This design comes from an exercise in tuning for small area on the open sky130 flow, not from production work.
In this exercise RTL edits were held to simulation tests only and were not proved equivalent to the original.
Power is estimated from default activity; no workload was simulated.

Design ALU_TOP, start of the top module:
module ALU_TOP #(parameter width = 16)(
    input [width - 1:0] A,
    input [width - 1:0] B,
    input [3:0] ALU_FUN,
    input clk,rst,
    output  [width - 1:0] Arith_OUT,
    output  Carry_OUT,
    output  Arith_Flag,
    output  [width - 1:0] Logic_OUT,
    output  Logic_Flag,
    output  [width - 1:0] CMP_OUT,
    output  CMP_Flag,
    output  [width - 1:0] Shift_OUT,
    output  Shift_Flag
    );
Size in the first run: roughly 1600 cells after synthesis, about 55 flip-flops, about 110 I/O pins, roughly 9800 µm² of cells after synthesis.
clock: 33.0 ns
lec_check: 0
cap_margin: 20
core_margin: 2
core_utilization: 40
cts_buf_list: sky130_fd_sc_hd__clkbuf_4 sky130_fd_sc_hd__clkbuf_8
place_density: 0.85
setup_slack_margin: -0.8
slew_margin: 20
standard.sh (not shown) runs the stock make flow with config.mk's settings and CLKGATE_MAP_FILE= SYNTH_SCRIPT=/design/flow/synth_recipe.tcl, a recipe that flattens the netlist after the stock synthesis.
==> flow/flow/run.sh <==
#!/bin/bash
# Own layout flow: the standard flow (standard.sh) with two changes:
#  - synthesis uses flow/my_synth.tcl, which is synth_recipe.tcl plus one step that
#    maps the hm_* gate modules of ARITH_ARRAY onto the matching sky130 cells
#    (flow/hm_map.v) before Yosys's synth, so ABC keeps the array's carry chains;
#  - BUFFER_PORTS_ARGS (if set below) picks the port buffer cell.
# Each tool's full output goes to the ORFS logs under orfs/logs/, and the make
# output to flow_make.log in this folder.
set -euo pipefail
HERE=$(pwd)
export HM_MAP=$HERE/flow/hm_map.v
sed "s#SYNTH_SCRIPT=[^ ]*#SYNTH_SCRIPT=$HERE/flow/my_synth.tcl#" standard.sh > my_standard.sh
grep -q "SYNTH_SCRIPT=$HERE/flow/my_synth.tcl" my_standard.sh
ARGS=()
if [ -f flow/buffer_ports_args ]; then ARGS+=("BUFFER_PORTS_ARGS=$(cat flow/buffer_ports_args)"); fi
bash my_standard.sh "${ARGS[@]}" finish > flow_make.log 2>&1
Other scripts of this flow, unchanged in this note and not shown: flow/flow/buffer_ports_args, flow/flow/hm_map.v, flow/flow/my_synth.tcl
The baseline went through all stages and came out clean.
Then changed:
Settings changed: SETUP_SLACK_MARGIN -0.8 to -1.3.
Outcome:
- The changed run completed with no timing, DRC or antenna violations
- first-iteration DRC count shrinks by 5.0%
- via count stays flat
- cell count is about the same
- final area went down by 0.41%
- clock-buffer cell count is unchanged
Then changed:
Settings changed: SETUP_SLACK_MARGIN -1.3 to -1.6.
Result: Worst setup slack got worse by 330 ps. Critical path depth stays the same. Synthesized area does not change. Via count barely changes. Count of clock-buffer cells in the layout is unchanged. Core utilization fell by 0.11 points.
Then changed:
Settings changed: SETUP_SLACK_MARGIN -1.6 to -0.5.
Cell area came out higher slightly.
Global-route usage barely changes.
Wire length came out higher slightly.
Non-clock buffer count came out higher by 1.
Core utilization came out higher by 0.42 points.
Final cell count barely changes.

---

Setup of run 1:
ALU_TOP, a different RTL version from the one above (not shown whole).
For scale: about 1600 cells after synthesis, roughly 0.010 sq mm of cells after synthesis.
export LEC_CHECK = 0
export CAP_MARGIN = 20
export CORE_MARGIN = 2
export CORE_UTILIZATION = 40
export PLACE_DENSITY = 0.75
export SLEW_MARGIN = 20
create_clock -name core_clock -period 33.0 [get_ports {clk}]
==> flow/flow/buffer_ports_args <==
-buffer_cell sky130_fd_sc_hd__buf_1
==> flow/flow/hm_map.v <==
module hm_nand2 (A, B, Y);
  input A, B;
  output Y;
  sky130_fd_sc_hd__nand2_1 _TECHMAP_REPLACE_ (.A(A), .B(B), .Y(Y));
endmodule

module hm_nor2 (A, B, Y);
  input A, B;
  output Y;
  sky130_fd_sc_hd__nor2_1 _TECHMAP_REPLACE_ (.A(A), .B(B), .Y(Y));
endmodule

module hm_xor2 (A, B, X);
  input A, B;
  output X;
  sky130_fd_sc_hd__xor2_1 _TECHMAP_REPLACE_ (.A(A), .B(B), .X(X));
endmodule

module hm_xnor2 (A, B, Y);
  input A, B;
  output Y;
  sky130_fd_sc_hd__xnor2_1 _TECHMAP_REPLACE_ (.A(A), .B(B), .Y(Y));
endmodule

module hm_a21oi (A1, A2, B1, Y);
  input A1, A2, B1;
  output Y;
  sky130_fd_sc_hd__a21oi_1 _TECHMAP_REPLACE_ (.A1(A1), .A2(A2), .B1(B1), .Y(Y));
endmodule

module hm_o21ai (A1, A2, B1, Y);
  input A1, A2, B1;
  output Y;
  sky130_fd_sc_hd__o21ai_1 _TECHMAP_REPLACE_ (.A1(A1), .A2(A2), .B1(B1), .Y(Y));
endmodule

module hm_inv (A, Y);
  input A;
  output Y;
  sky130_fd_sc_hd__inv_1 _TECHMAP_REPLACE_ (.A(A), .Y(Y));
endmodule

module hm_mux2i (A0, A1, S, Y);
  input A0, A1, S;
  output Y;
  sky130_fd_sc_hd__mux2i_1 _TECHMAP_REPLACE_ (.A0(A0), .A1(A1), .S(S), .Y(Y));
endmodule
==> flow/flow/my_synth.tcl <==
# Standard synthesis (synth_recipe.tcl) with one extra step: before Yosys's synth
# command, the small gate modules hm_* of ARITH_ARRAY are replaced by the
# matching sky130 cells (flow/hm_map.v), so that ABC keeps the array's structure.
set ::hm_done 0
proc synth {args} {
  if {!$::hm_done} {
    set ::hm_done 1
    yosys techmap -map $::env(HM_MAP)
  }
  yosys synth -nofsm -noshare {*}$args
}
source $::env(SCRIPTS_DIR)/synth.tcl
# left out here: clear keep_hierarchy, flatten, clean up, hide names made inside functions, write 1_2_yosys.v
Scripts as last shown in full above: flow/flow/run.sh
For run 2, these inputs were changed with respect to run 1:
--- a/flow/config.mk
+++ b/flow/config.mk
@@ -8,5 +8,5 @@
 export CAP_MARGIN = 20
 export CORE_MARGIN = 2
-export CORE_UTILIZATION = 40
-export PLACE_DENSITY = 0.75
+export CORE_UTILIZATION = 60
+export GPL_TIMING_DRIVEN = 0
 export SLEW_MARGIN = 20
### Flow results
- Critical path depth: run 2 < run 1
- Run 2 ended up with a higher wire length of the first global-routing pass than run 1 did.
- Compared with run 1, in run 2 all-layer global routing usage saw an increase; worst slew slack as a fraction of its limit saw an increase.
> inputs changed (run 2 -> run 3)
--- a/flow/config.mk
+++ b/flow/config.mk
@@ -8,5 +8,4 @@
 export CAP_MARGIN = 20
 export CORE_MARGIN = 2
-export CORE_UTILIZATION = 60
-export GPL_TIMING_DRIVEN = 0
+export CORE_UTILIZATION = 40
 export SLEW_MARGIN = 20
removed: flow/flow/buffer_ports_args
[summary]
- Changes observed in run 3 relative to run 2: cell leakage power has increased, net total in the final layout fell by 1.5%, post-synthesis area per instance held steady, row count went up 10.
Relative to run 3, the following input files were edited for run 4:
==> flow/flow/buffer_ports_args (new file) <==
-buffer_cell sky130_fd_sc_hd__buf_1
--- a/flow/config.mk
+++ b/flow/config.mk
@@ -9,3 +9,4 @@
 export CORE_MARGIN = 2
 export CORE_UTILIZATION = 40
+export SETUP_SLACK_MARGIN = -1.0
 export SLEW_MARGIN = 20
### Flow results
Delta (run 4 minus run 3): number of top-level pins has remained practically unchanged; cell row count has remained practically unchanged; total wirelength of the detailed-routed design has decreased.
Of run 3 and run 4, the run reporting the lower via count of the routed design was run 4.
Run 4 against run 3: sequential share of layout area increased by 0.87 points relative to the old numbers; detail-routed net length per standard cell decreased by 0.26 um relative to the old numbers.
From run 3 to run 4, setup TNS did not move at all.
Clock transition at the register clock pins on the worst setup and hold paths after CTS: run 4 vs run 3, no meaningful difference
Per the comparison of run 4 with run 3, power after layout has decreased; finished layout cell area shrank by about 7%; portion of the layout cell area used by non-clock buffers lower.
Here is what was changed in the inputs of run 5 compared with run 4.
--- a/flow/config.mk
+++ b/flow/config.mk
@@ -9,4 +9,4 @@
 export CORE_MARGIN = 2
 export CORE_UTILIZATION = 40
-export SETUP_SLACK_MARGIN = -1.0
+export GPL_TIMING_DRIVEN = 0
 export SLEW_MARGIN = 20
Notes after the runs:
- Run 5 -> run 4: die area delta 0, exact match
- Relative to run 4, the total number of vias of run 5 is higher by 163.
- Cell area deteriorates in run 5 relative to run 4.
- In run 5, the routing usage on met2 came out 0.52 points above the value in run 4.

---

Another version of the RTL of ALU_TOP (not shown whole).
Size in the first run: ~1500 cells after synthesis, ~55 flip-flops.
clock: 33.0 ns
lec_check: 0
cap_margin: 20
core_margin: 2
core_utilization: 40
place_density: 0.75
setup_slack_margin: -0.8
slew_margin: 20
==> flow/flow/buffer_ports_args <==
-buffer_cell sky130_fd_sc_hd__buf_1
Scripts as last shown in full above: flow/flow/run.sh, flow/flow/hm_map.v, flow/flow/my_synth.tcl
The starting point went through all stages and came out clean.
Rerun with:
--- a/flow/config.mk
+++ b/flow/config.mk
@@ -11,3 +11,3 @@
 export PLACE_DENSITY = 0.75
-export SETUP_SLACK_MARGIN = -0.8
+export SETUP_SLACK_MARGIN = -0.5
 export SLEW_MARGIN = 20
What happened: Count of clock-buffer cells in the layout does not change. Worst setup slack is better by 0.027 ns. Cell count shrinks slightly. Routed wire length grows slightly. Final area shrinks slightly. Critical path depth grows by 2. Maximum frequency barely changes. Combinational power grows slightly. Die area is unchanged.

---

ALU_TOP with an RTL version that a note above also has.
Size in the first run: roughly 1600 cells after synthesis, ~55 flip-flops.
Settings: LEC_CHECK=0, CAP_MARGIN=20, CORE_MARGIN=2, CORE_UTILIZATION=40, PLACE_DENSITY=0.75, SETUP_SLACK_MARGIN=-1.0, SLEW_MARGIN=20; clock period 33.0 ns.
Scripts as last shown in full above: flow/flow/run.sh, flow/flow/buffer_ports_args, flow/flow/hm_map.v, flow/flow/my_synth.tcl
Then changed:
- PLACE_DENSITY: 0.75 -> unset
- SETUP_SLACK_MARGIN: -1.0 -> unset
First-iteration DRC count drops by 1.0%.
Setup slack improves by 0.93 ns.
Total power climbs by 6.0%.
Non-clock buffer count climbs by 30.
Design area went up by 4.6%.
Maximum frequency rose by 3.0%.
Routed wire length rises by 3.6%.
Synthesized cell count stays the same.

---

Another version of the RTL of ALU_TOP (not shown whole).
For scale: roughly 55 flip-flops, ~110 I/O pins.
Settings: LEC_CHECK=0, CAP_MARGIN=20, CORE_MARGIN=2, CORE_UTILIZATION=40, PLACE_DENSITY=0.75, SETUP_SLACK_MARGIN=-0.5, SLEW_MARGIN=20; clock period 33.0 ns.
==> flow/flow/hm_map.v <==
module hm_nand2 (A, B, Y);
  input A, B;
  output Y;
  sky130_fd_sc_hd__nand2_1 _TECHMAP_REPLACE_ (.A(A), .B(B), .Y(Y));
endmodule

module hm_nor2 (A, B, Y);
  input A, B;
  output Y;
  sky130_fd_sc_hd__nor2_1 _TECHMAP_REPLACE_ (.A(A), .B(B), .Y(Y));
endmodule

module hm_xor2 (A, B, X);
  input A, B;
  output X;
  sky130_fd_sc_hd__xor2_1 _TECHMAP_REPLACE_ (.A(A), .B(B), .X(X));
endmodule

module hm_xnor2 (A, B, Y);
  input A, B;
  output Y;
  sky130_fd_sc_hd__xnor2_1 _TECHMAP_REPLACE_ (.A(A), .B(B), .Y(Y));
endmodule

module hm_a21oi (A1, A2, B1, Y);
  input A1, A2, B1;
  output Y;
  sky130_fd_sc_hd__a21oi_1 _TECHMAP_REPLACE_ (.A1(A1), .A2(A2), .B1(B1), .Y(Y));
endmodule

module hm_o21ai (A1, A2, B1, Y);
  input A1, A2, B1;
  output Y;
  sky130_fd_sc_hd__o21ai_1 _TECHMAP_REPLACE_ (.A1(A1), .A2(A2), .B1(B1), .Y(Y));
endmodule

module hm_inv (A, Y);
  input A;
  output Y;
  sky130_fd_sc_hd__inv_1 _TECHMAP_REPLACE_ (.A(A), .Y(Y));
endmodule

module hm_mux2i (A0, A1, S, Y);
  input A0, A1, S;
  output Y;
  sky130_fd_sc_hd__mux2i_1 _TECHMAP_REPLACE_ (.A0(A0), .A1(A1), .S(S), .Y(Y));
endmodule

module hm_a22o (A1, A2, B1, B2, X);
  input A1, A2, B1, B2;
  output X;
  sky130_fd_sc_hd__a22o_1 _TECHMAP_REPLACE_ (.A1(A1), .A2(A2), .B1(B1), .B2(B2), .X(X));
endmodule

module hm_a2bb2o (A1_N, A2_N, B1, B2, X);
  input A1_N, A2_N, B1, B2;
  output X;
  sky130_fd_sc_hd__a2bb2o_1 _TECHMAP_REPLACE_ (.A1_N(A1_N), .A2_N(A2_N), .B1(B1), .B2(B2), .X(X));
endmodule
Scripts as last shown in full above: flow/flow/run.sh, flow/flow/buffer_ports_args, flow/flow/my_synth.tcl
Edit:
- CORE_UTILIZATION: 40 -> 55
- CTS_BUF_LIST: default -> sky130_fd_sc_hd__clkbuf_4 sky130_fd_sc_hd__clkbuf_8
- PLACE_DENSITY: 0.75 -> 0.85
Sequential power stays flat.
Hold slack loses 0.044 ns.
Area after synthesis stays the same.
Sequential share of layout area rose by 0.19 points.
Die area fell by 27%.
Setup slack loses 0.66 ns.
Cell count went down by 4.5%.
Global-route usage went up by 9.6 points.

-- afterwards: timing with drivers on the ports --
In the flow no input, the clock included, has a driving cell. The finished layouts below were timed again as built, in two steps. Step 1 sets driving cells, clkbuf_16 on the clock port and buf_2 on the other inputs (assumed; they add their load-dependent delay and slew). Step 2 times the ports against the registers' clock, not the clock port: input delays grow and output delays shrink by t, the midpoint of the rising clock arrivals with the driver on. Slacks: ideal / step 1 / step 2; pairs: ideal / step 1.
run	t, ns	slack for setup (ns)	clock arrival spread, ns
the first run of note 1	0.367	1.609 / 1.630 / 1.263	0.012 / 0.012
the second run of note 1	0.368	1.327 / 1.348 / 0.980	0.012 / 0.012
the third run of note 1	0.369	0.995 / 1.016 / 0.647	0.014 / 0.014
the fourth run of note 1	0.367	1.935 / 1.955 / 1.588	0.011 / 0.011
run 1	0.329	1.599 / 1.612 / 1.283	0.004 / 0.004
run 2	0.328	0.927 / 0.940 / 0.613	0.008 / 0.007
run 3	0.322	1.858 / 1.857 / 1.535	0.010 / 0.010
run 4	0.315	1.263 / 1.256 / 0.942	0.004 / 0.005
run 5	0.318	1.166 / 1.170 / 0.852	0.010 / 0.010
the first run of note 3	0.340	1.514 / 1.539 / 1.199	0.010 / 0.010
the second run of note 3	0.332	1.541 / 1.560 / 1.228	0.012 / 0.012
the first run of note 4	0.329	1.140 / 1.154 / 0.825	0.006 / 0.006
the second run of note 4	0.322	2.068 / 2.072 / 1.750	0.006 / 0.006
the first run of note 5	0.330	2.141 / 2.151 / 1.822	0.013 / 0.013
the second run of note 5	0.358	1.482 / 1.483 / 1.124	0.010 / 0.009
After both steps setup and hold are still met in every run listed. The setup slack of the second run of note 5, which loses most, moves by +0.001 ns with the drivers and by -0.358 ns with both steps.
